Background: an optimization exercise with open tools, aiming at small area, a short achievable clock period and few clock cycles. Do not read the settings as production practice.
No run shown here included a check of the RTL's function; only the layout flow was run.

## config.mk

```make
export PLATFORM = sky130hd
export DESIGN_NAME = GenTrianglePoints
export DESIGN_NICKNAME = GenTrianglePoints
export VERILOG_FILES = /design/flow/design.v
export SDC_FILE = /design/flow/constraint.sdc
export NUM_CORES = 4
export LEC_CHECK = 0
export CAP_MARGIN = 30
export CORE_MARGIN = 2
export CORE_UTILIZATION = 30
export SLEW_MARGIN = 20
```

## constraint.sdc

```tcl
create_clock -name core_clock -period 24.0 [get_ports {i_clk}]
set_input_delay 4.8000 -clock core_clock [delete_from_list [all_inputs] [get_ports {i_clk}]]
set_output_delay 4.8000 -clock core_clock [all_outputs]
set_load 0.01 [all_outputs]
```

## design.v

```verilog
`default_nettype none
module GenTrianglePoints(
   i_clk, i_rst, i_start, i_v1, i_v2, i_v3,
   o_write, o_done, o_point
);
   parameter SCREEN_WIDTH = 640;
   parameter SCREEN_HEIGHT = 480;
   input         i_clk, i_rst, i_start;
   input [63:0]  i_v1, i_v2, i_v3;  
   output        o_write, o_done;
   output [31:0] o_point;           
   localparam S_IDLE  = 3'd0;
   localparam S_BOX   = 3'd1;
   localparam S_MUL   = 3'd2;
   localparam S_ROW   = 3'd4;
   localparam S_WALK  = 3'd5;
   localparam S_SWEEP = 3'd6;
   localparam S_DOWN  = 3'd7;
   reg [2:0]  state;
   reg        ldown;      
   reg        dir;        
   reg        aflag;      
   reg        rsf;        
   reg        hb;         
   reg [3:0]  pos;        
   reg signed [14:0] vx0, vx1, vx2, vy0, vy1, vy2;
   reg [10:0] x, y, xlo, xhi, yhi;
   reg signed [15:0] mx0, mx1, mx2, my0, my1, my2;    
   reg signed [31:0] e0, e1, e2;
   wire st_idle  = (state == S_IDLE);
   wire st_box   = (state == S_BOX);
   wire st_mul   = (state == S_MUL);
   wire st_row   = (state == S_ROW);
   wire st_walk  = (state == S_WALK);
   wire st_sweep = (state == S_SWEEP);
   wire st_down  = (state == S_DOWN);
   wire trav     = state[2];
   wire signed [14:0] minxf = (vx0 < vx1) ? ((vx0 < vx2) ? vx0 : vx2) : ((vx1 < vx2) ? vx1 : vx2);
   wire signed [14:0] maxxf = (vx0 > vx1) ? ((vx0 > vx2) ? vx0 : vx2) : ((vx1 > vx2) ? vx1 : vx2);
   wire signed [14:0] minyf = (vy0 < vy1) ? ((vy0 < vy2) ? vy0 : vy2) : ((vy1 < vy2) ? vy1 : vy2);
   wire signed [14:0] maxyf = (vy0 > vy1) ? ((vy0 > vy2) ? vy0 : vy2) : ((vy1 > vy2) ? vy1 : vy2);
   wire signed [14:0] fminx = minxf >>> 4;
   wire signed [14:0] fmaxx = maxxf >>> 4;
   wire signed [14:0] fminy = minyf >>> 4;
   wire signed [14:0] fmaxy = maxyf >>> 4;
   wire signed [11:0] cminx = fminx[11:0] + {11'd0, |minxf[3:0]};
   wire signed [11:0] cmaxx = fmaxx[11:0] + {11'd0, |maxxf[3:0]};
   wire signed [11:0] cminy = fminy[11:0] + {11'd0, |minyf[3:0]};
   wire signed [11:0] cmaxy = fmaxy[11:0] + {11'd0, |maxyf[3:0]};
   wire signed [11:0] bx0 = cminx[11] ? 12'sd0 : cminx;
   wire signed [11:0] by0 = cminy[11] ? 12'sd0 : cminy;
   wire signed [11:0] mxx = (cmaxx > SCREEN_WIDTH)  ? SCREEN_WIDTH  : cmaxx;
   wire signed [11:0] mxy = (cmaxy > SCREEN_HEIGHT) ? SCREEN_HEIGHT : cmaxy;
   wire signed [11:0] bx1 = (mxx > bx0) ? mxx - 12'sd1 : bx0;
   wire signed [11:0] by1 = (mxy > by0) ? mxy - 12'sd1 : by0;
   wire top  = (pos == 4'd14);
   wire hi   = (pos >= 4'd4);
   wire abit = (hb ? x[10] : y[10]) & hi;
   wire b0 = hb ? vx0[14] : vy0[14];
   wire b1 = hb ? vx1[14] : vy1[14];
   wire b2 = hb ? vx2[14] : vy2[14];
   wire dp0 = top ? (abit | b0) : (abit & ~b0);
   wire dp1 = top ? (abit | b1) : (abit & ~b1);
   wire dp2 = top ? (abit | b2) : (abit & ~b2);
   wire dn0 = ~top & ~abit & b0;
   wire dn1 = ~top & ~abit & b1;
   wire dn2 = ~top & ~abit & b2;
   wire [10:0] xb = dir ? xlo : xhi;           
   wire [10:0] xa = dir ? xhi : xlo;           
   wire at_b = (x == xb);
   wire at_a = (x == xa);
   wire last_row = (y == yhi);
   wire op_back = (st_row & ~rsf) | st_walk;
   wire op_down = st_down;
   wire usey = st_mul ? hb : ~op_down;              
   wire tneg = ~op_down & (op_back ^ dir);          
   wire g0 = ~st_mul | dp0 | dn0;
   wire g1 = ~st_mul | dp1 | dn1;
   wire g2 = ~st_mul | dp2 | dn2;
   wire n0 = st_mul ? (hb ? dp0 : dn0) : tneg;
   wire n1 = st_mul ? (hb ? dp1 : dn1) : tneg;
   wire n2 = st_mul ? (hb ? dp2 : dn2) : tneg;
   wire dbl  = st_mul & ~hb & ~top;
   wire pass = ~(st_mul & ~hb);
   wire [15:0] mm0 = usey ? my0 : mx0;
   wire [15:0] mm1 = usey ? my1 : mx1;
   wire [15:0] mm2 = usey ? my2 : mx2;
   wire [19:0] ml0 = trav ? {mm0, 4'd0} : {{4{mm0[15]}}, mm0};
   wire [19:0] ml1 = trav ? {mm1, 4'd0} : {{4{mm1[15]}}, mm1};
   wire [19:0] ml2 = trav ? {mm2, 4'd0} : {{4{mm2[15]}}, mm2};
   wire [19:0] mb0 = (ml0 ^ {20{n0}}) & {20{g0}};
   wire [19:0] mb1 = (ml1 ^ {20{n1}}) & {20{g1}};
   wire [19:0] mb2 = (ml2 ^ {20{n2}}) & {20{g2}};
   wire [31:0] a0 = ({e0[30:0], 1'b0} & {32{dbl}}) | (e0 & {32{pass}});
   wire [31:0] a1 = ({e1[30:0], 1'b0} & {32{dbl}}) | (e1 & {32{pass}});
   wire [31:0] a2 = ({e2[30:0], 1'b0} & {32{dbl}}) | (e2 & {32{pass}});
   wire c0 = g0 & n0;
   wire c1 = g1 & n1;
   wire c2 = g2 & n2;
   wire [32:0] t0 = {a0, c0} + {{12{mb0[19]}}, mb0, c0};
   wire [32:0] t1 = {a1, c1} + {{12{mb1[19]}}, mb1, c1};
   wire [32:0] t2 = {a2, c2} + {{12{mb2[19]}}, mb2, c2};
   wire signed [31:0] s0 = t0[32:1];
   wire signed [31:0] s1 = t1[32:1];
   wire signed [31:0] s2 = t2[32:1];
   wire dyp0 = ~my0[15] & (|my0);
   wire dyp1 = ~my1[15] & (|my1);
   wire dyp2 = ~my2[15] & (|my2);
   wire dyn0 = my0[15];
   wire dyn1 = my1[15];
   wire dyn2 = my2[15];
   function out_test;
      input [31:0] f0, f1, f2;
      input        towards;    
      input        p0, p1, p2, q0, q1, q2;  
      reg le0, le1, le2, ge0, ge1, ge2, nd0, nd1, nd2, ni0, ni1, ni2;
      begin
         le0 = f0[31] | ~(|f0);  ge0 = ~f0[31];
         le1 = f1[31] | ~(|f1);  ge1 = ~f1[31];
         le2 = f2[31] | ~(|f2);  ge2 = ~f2[31];
         nd0 = towards ? ~q0 : ~p0;  ni0 = towards ? ~p0 : ~q0;
         nd1 = towards ? ~q1 : ~p1;  ni1 = towards ? ~p1 : ~q1;
         nd2 = towards ? ~q2 : ~p2;  ni2 = towards ? ~p2 : ~q2;
         out_test = ((le0 & nd0) | (le1 & nd1) | (le2 & nd2)) &
                    ((ge0 & ni0) | (ge1 & ni1) | (ge2 & ni2));
      end
   endfunction
   wire is_in = (~e0[31] & (|e0) & ~e1[31] & (|e1) & ~e2[31] & (|e2)) |
                (e0[31] & e1[31] & e2[31]);
   wire ao_here = out_test(e0, e1, e2,  dir, dyp0, dyp1, dyp2, dyn0, dyn1, dyn2);
   wire bo_sum  = out_test(s0, s1, s2, ~dir, dyp0, dyp1, dyp2, dyn0, dyn1, dyn2);
   wire ao_sum  = out_test(s0, s1, s2,  dir, dyp0, dyp1, dyp2, dyn0, dyn1, dyn2);
   wire fwd_ok    = ~at_a & ~ao_sum;
   wire walk_stop = at_b | bo_sum;
   wire emit = is_in & (st_sweep | (st_row & rsf) | (st_down & ldown));
   assign o_write = emit;
   assign o_done  = st_idle;
   assign o_point = {5'd0, y, 5'd0, x};
   wire row_fwd  = st_row & rsf & fwd_ok;
   wire row_back = st_row & ~rsf & ~bo_sum;
   wire walk_mv  = st_walk & ~walk_stop;
   wire sw_fwd   = st_sweep & fwd_ok;
   wire down_mv  = st_down & ~(ldown & last_row);
   wire row_end  = (st_row & rsf & ~fwd_ok) | (st_sweep & ~fwd_ok);
   wire e_en  = st_mul | row_fwd | row_back | walk_mv | sw_fwd | down_mv;
   wire x_mv  = row_fwd | row_back | walk_mv | sw_fwd;
   wire x_up  = (row_fwd | sw_fwd) ? dir : ~dir;
   wire [10:0] x_step = x + {{10{~x_up}}, 1'b1};
   always @(posedge i_clk) begin
      if (e_en) begin
         e0 <= s0;  e1 <= s1;  e2 <= s2;
      end
      if (st_idle) begin
         vx0 <= i_v1[14:0];  vy0 <= i_v1[46:32];
         vx1 <= i_v2[14:0];  vy1 <= i_v2[46:32];
         vx2 <= i_v3[14:0];  vy2 <= i_v3[46:32];
      end else if (st_mul) begin
         if (~hb) begin
            vy0 <= vy0 << 1;  vy1 <= vy1 << 1;  vy2 <= vy2 << 1;
         end else begin
            vx0 <= vx0 << 1;  vx1 <= vx1 << 1;  vx2 <= vx2 << 1;
         end
      end
      if (st_box) begin
         mx0 <= vx1 - vx0;  mx1 <= vx2 - vx1;  mx2 <= vx0 - vx2;
         my0 <= vy1 - vy0;  my1 <= vy2 - vy1;  my2 <= vy0 - vy2;
         xlo <= bx0[10:0];  xhi <= bx1[10:0];  yhi <= by1[10:0];
      end
      if (st_box)
        x <= bx0[10:0];
      else if (st_mul & hb & hi)
        x <= {x[9:0], x[10]};
      else if (x_mv)
        x <= x_step;
      if (st_box)
        y <= by0[10:0];
      else if (st_mul & ~hb & hi)
        y <= {y[9:0], y[10]};
      else if (down_mv)
        y <= y + 11'd1;
      if (st_box) begin
         pos <= 4'd14;
         hb <= 1'b0;
      end else if (st_mul) begin
         hb <= ~hb;
         if (hb) pos <= pos - 4'd1;
      end
      if (st_mul | st_down) dir <= st_mul | ~dir;
      if (st_mul | st_down) rsf <= st_mul | at_a | ao_sum;
      if (st_row | st_walk) aflag <= ao_here;
      if (st_walk) ldown <= walk_stop & aflag;
      else if (st_down | row_end) ldown <= 1'b0;
      case (state)
        S_IDLE:  if (i_start) state <= S_BOX;
        S_BOX:   state <= S_MUL;
        S_MUL:   if (hb && pos == 4'd0) state <= S_ROW;
        S_ROW:   if (rsf) begin
                    if (~fwd_ok) state <= last_row ? S_IDLE : S_DOWN;
                    else state <= S_SWEEP;
                 end else if (bo_sum) state <= S_SWEEP;
                 else state <= S_WALK;
        S_WALK:  if (walk_stop) state <= aflag ? S_DOWN : S_SWEEP;
        S_SWEEP: if (~fwd_ok) state <= last_row ? S_IDLE : S_DOWN;
        S_DOWN:  state <= (ldown & last_row) ? S_IDLE : S_ROW;
        default: state <= S_IDLE;
      endcase
      if (i_rst) state <= S_IDLE;
   end
endmodule
```

## run.sh

```bash
#!/bin/bash
# synth_recipe.tcl (not shown) runs the flow's synth.tcl, then flattens the netlist and writes it again
# the make line also repeats each setting of config.mk as NAME=value (left out here)
make -C /OpenROAD-flow-scripts/flow DESIGN_CONFIG=/design/flow/config.mk WORK_HOME=/design/flow/orfs CLKGATE_MAP_FILE= SYNTH_SCRIPT=/design/flow/synth_recipe.tcl finish
```

==> results of run 1 <==
[routing by layer]
metal  global-route usage  up-vias  share of wire
met5                    0        -              0
met2               0.3095      879           0.46
met3              0.02018      180          0.052
met4              0.07045        0          0.041
li1                     -    13630              -
met1               0.2447    13460           0.44
[flip-flops by register name, indices dropped and copies added, names as in the netlist, 16 cells and up]
name,count
mx2,16
my1,16
mx1,16
my2,16
mx0,16
e2,32
e1,32
my0,16
e0,32
[cell usage in the layout, fill, tap and decap left out, types with 116 or more instances in the layout]
cell and count:
mux2i_1 131, a21oi_1 232, o21ai_0 249, xnor2_1 135, edfxtp_1 341, nand2_1 318, inv_1 213, clkdlybuf4s50_1 116
xor2_1 124, nor2_1 277, ha_1 231
[through the flow]
stage	hold WS, ns
final	0.5489
after global routing	0.5932
after CTS	0.5475
after detailed placement	0.5383
after global placement	0.5079
after floorplan	0.4895
[cells by family after synthesis]
group | synth area share
AO/OA/AOI/OAI | 0.2364
XOR/XNOR | 0.07271
adder cells (fa/ha/maj) | 0.09714
buffers and inverters | 0.04625
flip-flops | 0.3269
multiplexers | 0.04770
other | 0.0001179
AND/OR/NAND/NOR | 0.1728
[worst register-to-register path: cells and delay by family (launching register included)]
family	cells	cell delay, ns
multiplexers	1	0.14
buffers and inverters	3	1.20
AO/OA/AOI/OAI	18	4.44
XOR/XNOR	4	0.73
AND/OR/NAND/NOR	8	2.56
flip-flops	1	0.80
adder cells (fa/ha/maj)	2	0.73
[worst min-delay path by stage]
stage | cells past startpoint | to | slack [ns] | startpoint
floorplan | 2 | pos[1] | 0.49 | pos[1]
global placement | 2 | pos[1] | 0.51 | pos[1]
detailed placement | 2 | pos[1] | 0.54 | pos[1]
CTS | 2 | pos[1] | 0.55 | pos[1]
global route | 2 | pos[1] | 0.59 | pos[1]
finish | 2 | pos[1] | 0.55 | pos[1]
[area by class of cell]
| type | count | area, µm² |
|---|---|---|
| clock buffers | 48 | 1116 |
| clock inverters | 33 | 386.6 |
| fillers | 10790 | 69360 |
| inverters | 217 | 819.5 |
| multi-input cells | 2897 | 20030 |
| flip-flops and latches | 349 | 10400 |
| well taps | 1391 | 1740 |
| repair buffers | 149 | 1414 |
==> flow_metrics.py, run 1 <==
metrics = {
    "outcome": {
        "status": "no timing/DRC/antenna violations",
    },
    "clock_network": {
        "clkLatencyLatePin_ns": 0.62,
        "cts_inserted_buffers": 44,
        "cts_setup_buffers": 0,
        "path_clk_slew_ns": 0.06,
        "cts_resized": 0,
        "cts_tree": "done",
        "cts_buffer_depth": 3,
        "cts.sinks": 349,
        "h-tree-depth": 2,
        "hold_buffers": 0,
        "clockRootBuffer": "clkbuf_16",
    },
    "min_path": {
        "min-delay-path-class": "register to register",
    },
    "placed_design": {
        "dp.cells": 5001,
        "dpl.hpwl_um": 81770,
        "gp_congestion": 0.9375,
        "postPlaceCellArea_um2": 34390,
        "io_buffers": 116,
        "pre_cts_ws_ns": 13.22,
    },
    "global_route": {
        "grt_pass1_wl_um": 157000,
        "overflow": 0,
        "grt_usage": 0.1848,
        "antenna_found_initial": 2,
        "grt_max_degree": 102,
        "grt_pass1_vias": 26630,
    },
    "synth": {
        "syn_inst": 3612,
        "synth-edff-count": 341,
        "ys_ff_latch": 349,
        "yosysUniqueCellTypes": 106,
        "syn_area_per_cell_um2": 8.808,
        "async_flop_share": 0,
        "synth_area_um2": 31820,
        "netlist.area_leader.share": 0.3218,
        "synthTopCellsByArea": "edfxtp_1 (32%), ha_1 (9.1%), mux2i_1 (4.1%), o21ai_0 (3.9%), nand2_1 (3.8%)",
        "ys_seq_area_frac": 0.3269,
        "synth_ff_type": "edfxtp_1",
        "synth_commonest_cells": "edfxtp_1 (341), nand2_1 (319), nor2_1 (278)",
        "synth_warnings": 1,
        "yosysTopAreaCell": "edfxtp_1",
        "yosysMostFrequentCell": "edfxtp_1",
    },
    "setup_path": {
        "crit_buf_inv": 3,
        "end_kind": "register",
        "worstSetupPathType": "register to register",
        "worstPathRequired_ns": 24.45,
        "setup.worst_path.end": "x[10]",
        "crit_family": "compound AO/OA/AOI/OAI gates",
        "r2r_end": "x[10]",
        "cp-start-kind": "register",
        "rrSetupSlack_ns": 13.24,
        "crit_path_start": "dir",
        "crit_slowest_cell": "edfxtp_1",
        "r2r_cells": 36,
        "cp.depth": 36,
        "cp_common_cell": "a21oi_1",
        "worst_path_largest_cell_delay_ns": 0.80,
        "reg2reg_from": "dir",
        "crit_fanout": 27,
        "arrival_ns": 11.21,
    },
    "routing": {
        "drc": 0,
        "vias": 28140,
        "via_per_inst": 5.535,
        "drt_iter0_drc": 2409,
        "drt_wl_total_um": 103400,
        "firstDrtPassIters": 6,
        "ant_nets": 0,
        "routedWlPerCell_um": 20.35,
    },
    "timing": {
        "fin_setup_tns_ns": 0,
        "clock_skew_ns": 0.05051,
        "worst_pin_slew_ns": 0.9880,
        "min_period_ns": 10.76,
        "final.period_utilization": 0.4485,
        "fmax_ghz": 0.09290,
        "final-setup-viol-count": 0,
        "slew_headroom": 0.3352,
        "maxSlewViolCount": 0,
        "hold_viol_final": 0,
        "layout_setup_ws_ns": 13.24,
        "grt_setup_unrepaired": "false",
    },
    "finish": {
        "synthToLayoutAreaGrowth_pct": 12.87,
        "final_area_um2": 35910,
        "finalNonFillerCells": 5084,
        "drive_above_1_share": 0.05470,
        "nets": 4094,
        "antenna_cells": 0,
        "final_util": 0.3411,
    },
    "floorplan": {
        "core_um2": 105300,
        "die_area_um2": 108700,
        "die_x_um": 329.7,
        "initial_core_util": 0.3022,
        "rows": 119,
        "die_y_um": 329.7,
        "num_io_pins": 229,
    },
    "job": {
        "cap_violations": 0,
    },
}
==> run 2: changes to the inputs <==
--- a/design.v
+++ b/design.v
@@ -11,10 +11,4 @@
    output [31:0] o_point;           
-   localparam S_IDLE  = 3'd0;
-   localparam S_BOX   = 3'd1;
-   localparam S_MUL   = 3'd2;
-   localparam S_ROW   = 3'd4;
-   localparam S_WALK  = 3'd5;
-   localparam S_SWEEP = 3'd6;
-   localparam S_DOWN  = 3'd7;
-   reg [2:0]  state;
+   reg st_idle, st_box, st_mul, st_row, st_walk, st_sweep, st_down;
+   reg tneg;       
    reg        ldown;      
@@ -29,10 +23,3 @@
    reg signed [31:0] e0, e1, e2;
-   wire st_idle  = (state == S_IDLE);
-   wire st_box   = (state == S_BOX);
-   wire st_mul   = (state == S_MUL);
-   wire st_row   = (state == S_ROW);
-   wire st_walk  = (state == S_WALK);
-   wire st_sweep = (state == S_SWEEP);
-   wire st_down  = (state == S_DOWN);
-   wire trav     = state[2];
+   wire trav = st_row | st_walk | st_sweep | st_down;
    wire signed [14:0] minxf = (vx0 < vx1) ? ((vx0 < vx2) ? vx0 : vx2) : ((vx1 < vx2) ? vx1 : vx2);
@@ -75,3 +62,2 @@
    wire usey = st_mul ? hb : ~op_down;              
-   wire tneg = ~op_down & (op_back ^ dir);          
    wire g0 = ~st_mul | dp0 | dn0;
@@ -79,5 +65,5 @@
    wire g2 = ~st_mul | dp2 | dn2;
-   wire n0 = st_mul ? (hb ? dp0 : dn0) : tneg;
-   wire n1 = st_mul ? (hb ? dp1 : dn1) : tneg;
-   wire n2 = st_mul ? (hb ? dp2 : dn2) : tneg;
+   wire n0 = st_mul ? (hb ? dp0 : dn0) : (tneg & ~st_down);
+   wire n1 = st_mul ? (hb ? dp1 : dn1) : (tneg & ~st_down);
+   wire n2 = st_mul ? (hb ? dp2 : dn2) : (tneg & ~st_down);
    wire dbl  = st_mul & ~hb & ~top;
@@ -105,2 +91,11 @@
    wire signed [31:0] s2 = t2[32:1];
+   wire [31:0] b0w = {{12{mb0[19]}}, mb0};
+   wire [31:0] b1w = {{12{mb1[19]}}, mb1};
+   wire [31:0] b2w = {{12{mb2[19]}}, mb2};
+   wire [31:0] p0w = a0 ^ b0w;
+   wire [31:0] p1w = a1 ^ b1w;
+   wire [31:0] p2w = a2 ^ b2w;
+   wire z0 = (p0w[0] == c0) & (&(p0w[31:1] ~^ (a0[30:0] | b0w[30:0])));
+   wire z1 = (p1w[0] == c1) & (&(p1w[31:1] ~^ (a1[30:0] | b1w[30:0])));
+   wire z2 = (p2w[0] == c2) & (&(p2w[31:1] ~^ (a2[30:0] | b2w[30:0])));
    wire dyp0 = ~my0[15] & (|my0);
@@ -112,3 +107,3 @@
    function out_test;
-      input [31:0] f0, f1, f2;
+      input        sg0, sg1, sg2, zr0, zr1, zr2;   
       input        towards;    
@@ -117,5 +112,5 @@
       begin
-         le0 = f0[31] | ~(|f0);  ge0 = ~f0[31];
-         le1 = f1[31] | ~(|f1);  ge1 = ~f1[31];
-         le2 = f2[31] | ~(|f2);  ge2 = ~f2[31];
+         le0 = sg0 | zr0;  ge0 = ~sg0;
+         le1 = sg1 | zr1;  ge1 = ~sg1;
+         le2 = sg2 | zr2;  ge2 = ~sg2;
          nd0 = towards ? ~q0 : ~p0;  ni0 = towards ? ~p0 : ~q0;
@@ -129,5 +124,5 @@
                 (e0[31] & e1[31] & e2[31]);
-   wire ao_here = out_test(e0, e1, e2,  dir, dyp0, dyp1, dyp2, dyn0, dyn1, dyn2);
-   wire bo_sum  = out_test(s0, s1, s2, ~dir, dyp0, dyp1, dyp2, dyn0, dyn1, dyn2);
-   wire ao_sum  = out_test(s0, s1, s2,  dir, dyp0, dyp1, dyp2, dyn0, dyn1, dyn2);
+   wire ao_here = out_test(e0[31], e1[31], e2[31], ~(|e0), ~(|e1), ~(|e2),  dir, dyp0, dyp1, dyp2, dyn0, dyn1, dyn2);
+   wire bo_sum  = out_test(s0[31], s1[31], s2[31], z0, z1, z2, ~dir, dyp0, dyp1, dyp2, dyn0, dyn1, dyn2);
+   wire ao_sum  = out_test(s0[31], s1[31], s2[31], z0, z1, z2,  dir, dyp0, dyp1, dyp2, dyn0, dyn1, dyn2);
    wire fwd_ok    = ~at_a & ~ao_sum;
@@ -192,17 +187,18 @@
       else if (st_down | row_end) ldown <= 1'b0;
-      case (state)
-        S_IDLE:  if (i_start) state <= S_BOX;
-        S_BOX:   state <= S_MUL;
-        S_MUL:   if (hb && pos == 4'd0) state <= S_ROW;
-        S_ROW:   if (rsf) begin
-                    if (~fwd_ok) state <= last_row ? S_IDLE : S_DOWN;
-                    else state <= S_SWEEP;
-                 end else if (bo_sum) state <= S_SWEEP;
-                 else state <= S_WALK;
-        S_WALK:  if (walk_stop) state <= aflag ? S_DOWN : S_SWEEP;
-        S_SWEEP: if (~fwd_ok) state <= last_row ? S_IDLE : S_DOWN;
-        S_DOWN:  state <= (ldown & last_row) ? S_IDLE : S_ROW;
-        default: state <= S_IDLE;
-      endcase
-      if (i_rst) state <= S_IDLE;
+      st_box   <= st_idle & i_start;
+      st_mul   <= st_box | (st_mul & ~(hb & (pos == 4'd0)));
+      st_row   <= (st_mul & hb & (pos == 4'd0)) | (st_down & ~(ldown & last_row));
+      st_walk  <= (st_row & ~rsf & ~bo_sum) | (st_walk & ~walk_stop);
+      st_sweep <= (st_row & rsf & fwd_ok) | (st_row & ~rsf & bo_sum) |
+                  (st_walk & walk_stop & ~aflag) | (st_sweep & fwd_ok);
+      st_down  <= (row_end & ~last_row) | (st_walk & walk_stop & aflag);
+      st_idle  <= (st_idle & ~i_start) | (row_end & last_row) | (st_down & ldown & last_row);
+      tneg <= (st_mul & hb & (pos == 4'd0)) ? 1'b1 :                  
+              st_down ? ~(at_a | ao_sum) ^ ~dir :                        
+              (st_row & ~rsf & ~bo_sum) | (st_walk & ~walk_stop) ? ~dir :  
+              dir;                                                       
+      if (i_rst) begin
+         st_idle <= 1'b1;  st_box <= 1'b0;  st_mul <= 1'b0;  st_row <= 1'b0;
+         st_walk <= 1'b0;  st_sweep <= 1'b0;  st_down <= 1'b0;
+      end
    end
==> flow_metrics.py, run 2 <==
metrics = {
    "outcome": {
        "status": "no timing/DRC/antenna violations",
    },
    "synth": {
        "ys_ff_latch": 354,
        "synthTopCellsByArea": "edfxtp_1 (31%), ha_1 (12%), xnor2_1 (5.5%), nand2_1 (5.3%), o21ai_0 (4.9%)",
        "syn_inst": 3858,
        "yosysMostFrequentCell": "nand2_1",
        "synth_commonest_cells": "nand2_1 (472), inv_1 (346), edfxtp_1 (341)",
        "ys_seq_area_frac": 0.3167,
        "synth_warnings": 1,
        "synth_ff_type": "edfxtp_1",
        "synth_area_um2": 33150,
        "yosysTopAreaCell": "edfxtp_1",
        "yosysUniqueCellTypes": 96,
        "async_flop_share": 0,
        "syn_area_per_cell_um2": 8.594,
        "synth-edff-count": 341,
        "netlist.area_leader.share": 0.3089,
    },
    "clock_network": {
        "clkLatencyLatePin_ns": 0.60,
        "cts_tree": "done",
        "hold_buffers": 0,
        "cts.sinks": 354,
        "path_clk_slew_ns": 0.06,
        "h-tree-depth": 2,
        "cts_setup_buffers": 0,
        "cts_inserted_buffers": 44,
        "cts_buffer_depth": 3,
        "cts_resized": 0,
        "clockRootBuffer": "clkbuf_16",
    },
    "setup_path": {
        "worst_path_largest_cell_delay_ns": 0.74,
        "crit_family": "compound AO/OA/AOI/OAI gates",
        "worstPathRequired_ns": 24.34,
        "crit_slowest_cell": "dfxtp_1",
        "worstSetupPathType": "register to register",
        "arrival_ns": 9.66,
        "crit_buf_inv": 2,
        "crit_fanout": 93,
        "cp-start-kind": "register",
        "end_kind": "register",
    },
    "placed_design": {
        "io_buffers": 116,
        "gp_congestion": 0.9612,
        "dpl.hpwl_um": 79270,
    },
    "global_route": {
        "overflow": 0,
        "grt_pass1_vias": 26090,
        "grt_pass1_wl_um": 153400,
        "grt_max_degree": 101,
        "grt_usage": 0.1729,
        "antenna_found_initial": 2,
    },
    "finish": {
        "final_cell_mix": "nand2_1 (469), inv_1 (346), edfxtp_1 (341)",
        "drive_above_1_share": 0.03866,
        "final_common_cell": "nand2_1",
        "reg.largest.list": "e0 (32), e1 (32), e2 (32)",
        "antenna_cells": 0,
        "synthToLayoutAreaGrowth_pct": 11.82,
        "fill_cells": 11410,
        "nets": 4396,
    },
    "routing": {
        "drc": 0,
        "ant_nets": 0,
        "via_per_inst": 5.155,
        "firstDrtPassIters": 6,
        "routedWlPerCell_um": 18.75,
        "vias": 27740,
        "drt_wl_total_um": 100900,
        "drt_iter0_drc": 2276,
    },
    "floorplan": {
        "die_area_um2": 113200,
        "num_io_pins": 229,
        "core_um2": 109300,
        "initial_core_util": 0.3033,
        "die_x_um": 336.4,
        "rows": 121,
        "die_y_um": 336.4,
    },
    "timing": {
        "worst_pin_slew_ns": 0.9583,
        "maxSlewViolCount": 0,
        "min_period_ns": 9.326,
        "fmax_ghz": 0.1072,
        "hold_viol_final": 0,
        "final.period_utilization": 0.3886,
        "final-setup-viol-count": 0,
        "slew_headroom": 0.3611,
        "grt_setup_unrepaired": "false",
        "clock_skew_ns": 0.03536,
        "fin_hold_ws_ns": 0.5253,
        "fin_setup_tns_ns": 0,
    },
    "min_path": {
        "min-delay-path-class": "register to register",
    },
    "job": {
        "cap_violations": 0,
    },
}
[run 2: cell count changes after synthesis, moves of 19 or more]
cell	before	now
inv_1	214	346
nand3_1	85	60
xor2_1	124	174
xnor2_1	135	208
nor2_1	278	176
a21oi_1	232	213
nand2_1	319	472
and2_1	47	89
a22o_1	92	4
o21ai_0	249	323
ha_1	231	316
nor4_1	56	75
[run 2: final timing paths]
| check | startpoint | to | slack (ns) | cells after the start |
|---|---|---|---|---|
| worst max-delay path | st_mul | x[10] | 14.67 | 26 |
| worst min-delay path | pos[1] | pos[1] | 0.53 | 2 |
| worst max register to register | st_mul | x[10] | 14.67 | 26 |
| worst min register to register | pos[1] | pos[1] | 0.53 | 2 |
[run 2: cell type report]
type	count	area (µm²)	share of cell area
repair buffers	142	1354	0.03652
inverters	349	1310	0.03533
multi-input cells	2985	20680	0.5578
well taps	1476	1847	0.04981
clock inverters	21	180.2	0.004860
clock buffers	55	1195	0.03223
flip-flops and latches	354	10510	0.2834
[run 2: per-stage QoR]
step	utilization	setup WS, ns	instance area (µm²)	instances
final	0.3392	14.67	37070	5382
after floorplan	-	16.56	33190	3867
after CTS	0.3391	14.78	37060	5380
after detailed placement	0.3265	14.82	35690	5304
after global routing	0.3392	13.85	37070	5382
after global placement	0.3263	14.83	35670	5302
[run 2: metal layers]
| metal | global-route usage | vias up | part of all wire |
|---|---|---|---|
| met3 | 0.01743 | 150 | 0.044 |
| met2 | 0.2909 | 709 | 0.47 |
| met4 | 0.05975 | 2 | 0.035 |
| met5 | 0 | - | 0.000069 |
| li1 | - | 13720 | - |
| met1 | 0.2307 | 13160 | 0.45 |
[run 2: worst reg2reg max path: stages, from the launching register on]
cell and delay, ns:
dfxtp_1 0.74, nand2b_4 0.60, o21ai_4 0.20, buf_4 0.64
mux2_1 0.50, a21oi_1 0.25, or3_1 0.56, inv_1 0.41
ha_1 0.50, a21o_1 0.21, a21o_1 0.18, a21oi_1 0.22
nand2_1 0.09, o21ai_0 0.64, nand3_1 0.24, a31oi_1 0.26
o211a_1 0.24, o21bai_2 0.13, xnor2_4 0.58, xnor2_1 0.14
ha_1 0.31, nor4b_1 0.67, nor3_1 0.09, mux2i_1 0.18
xnor2_1 0.09, a211oi_1 0.27, o22ai_1 0.12
[run 2: cell families after synthesis]
kind of cell | after synthesis | synth area share
XOR/XNOR | 383 | 0.1017
adder cells (fa/ha/maj) | 325 | 0.1247
multiplexers | 146 | 0.04502
AND/OR/NAND/NOR | 1170 | 0.1711
buffers and inverters | 528 | 0.06204
other | 1 | 0.0001131
flip-flops | 354 | 0.3167
AO/OA/AOI/OAI | 951 | 0.1785

-- static timing again, ports no longer ideal --
The results above use ideal ports. As a check the final layouts listed here were re-extracted and re-timed, cells and wires unchanged. Step 1 (the two cells are an assumption about what drives the block):
set clk [get_ports {i_clk}]
set_driving_cell -lib_cell sky130_fd_sc_hd__clkbuf_16 $clk
set_driving_cell -lib_cell sky130_fd_sc_hd__buf_2 [delete_from_list [all_inputs] $clk]
Step 2, shift: input delay + t, output delay - t, t = (earliest + latest rising clock arrival at the registers) / 2. This alone moves slack from input paths to output paths. Slacks: no drivers / after step 1 / after step 2; pairs: no drivers / after step 1.
run	t, ns	setup slack, ns	hold WS [ns]	latest minus earliest clock arrival (ns)	pins driven straight from the clock port
run 1	0.661	13.236 / 13.236 / 13.236	0.549 / 0.549 / 0.549	0.051 / 0.051	1
run 2	0.648	14.674 / 14.674 / 14.674	0.525 / 0.525 / 0.525	0.035 / 0.036	1
After both steps every run listed still meets setup and hold.
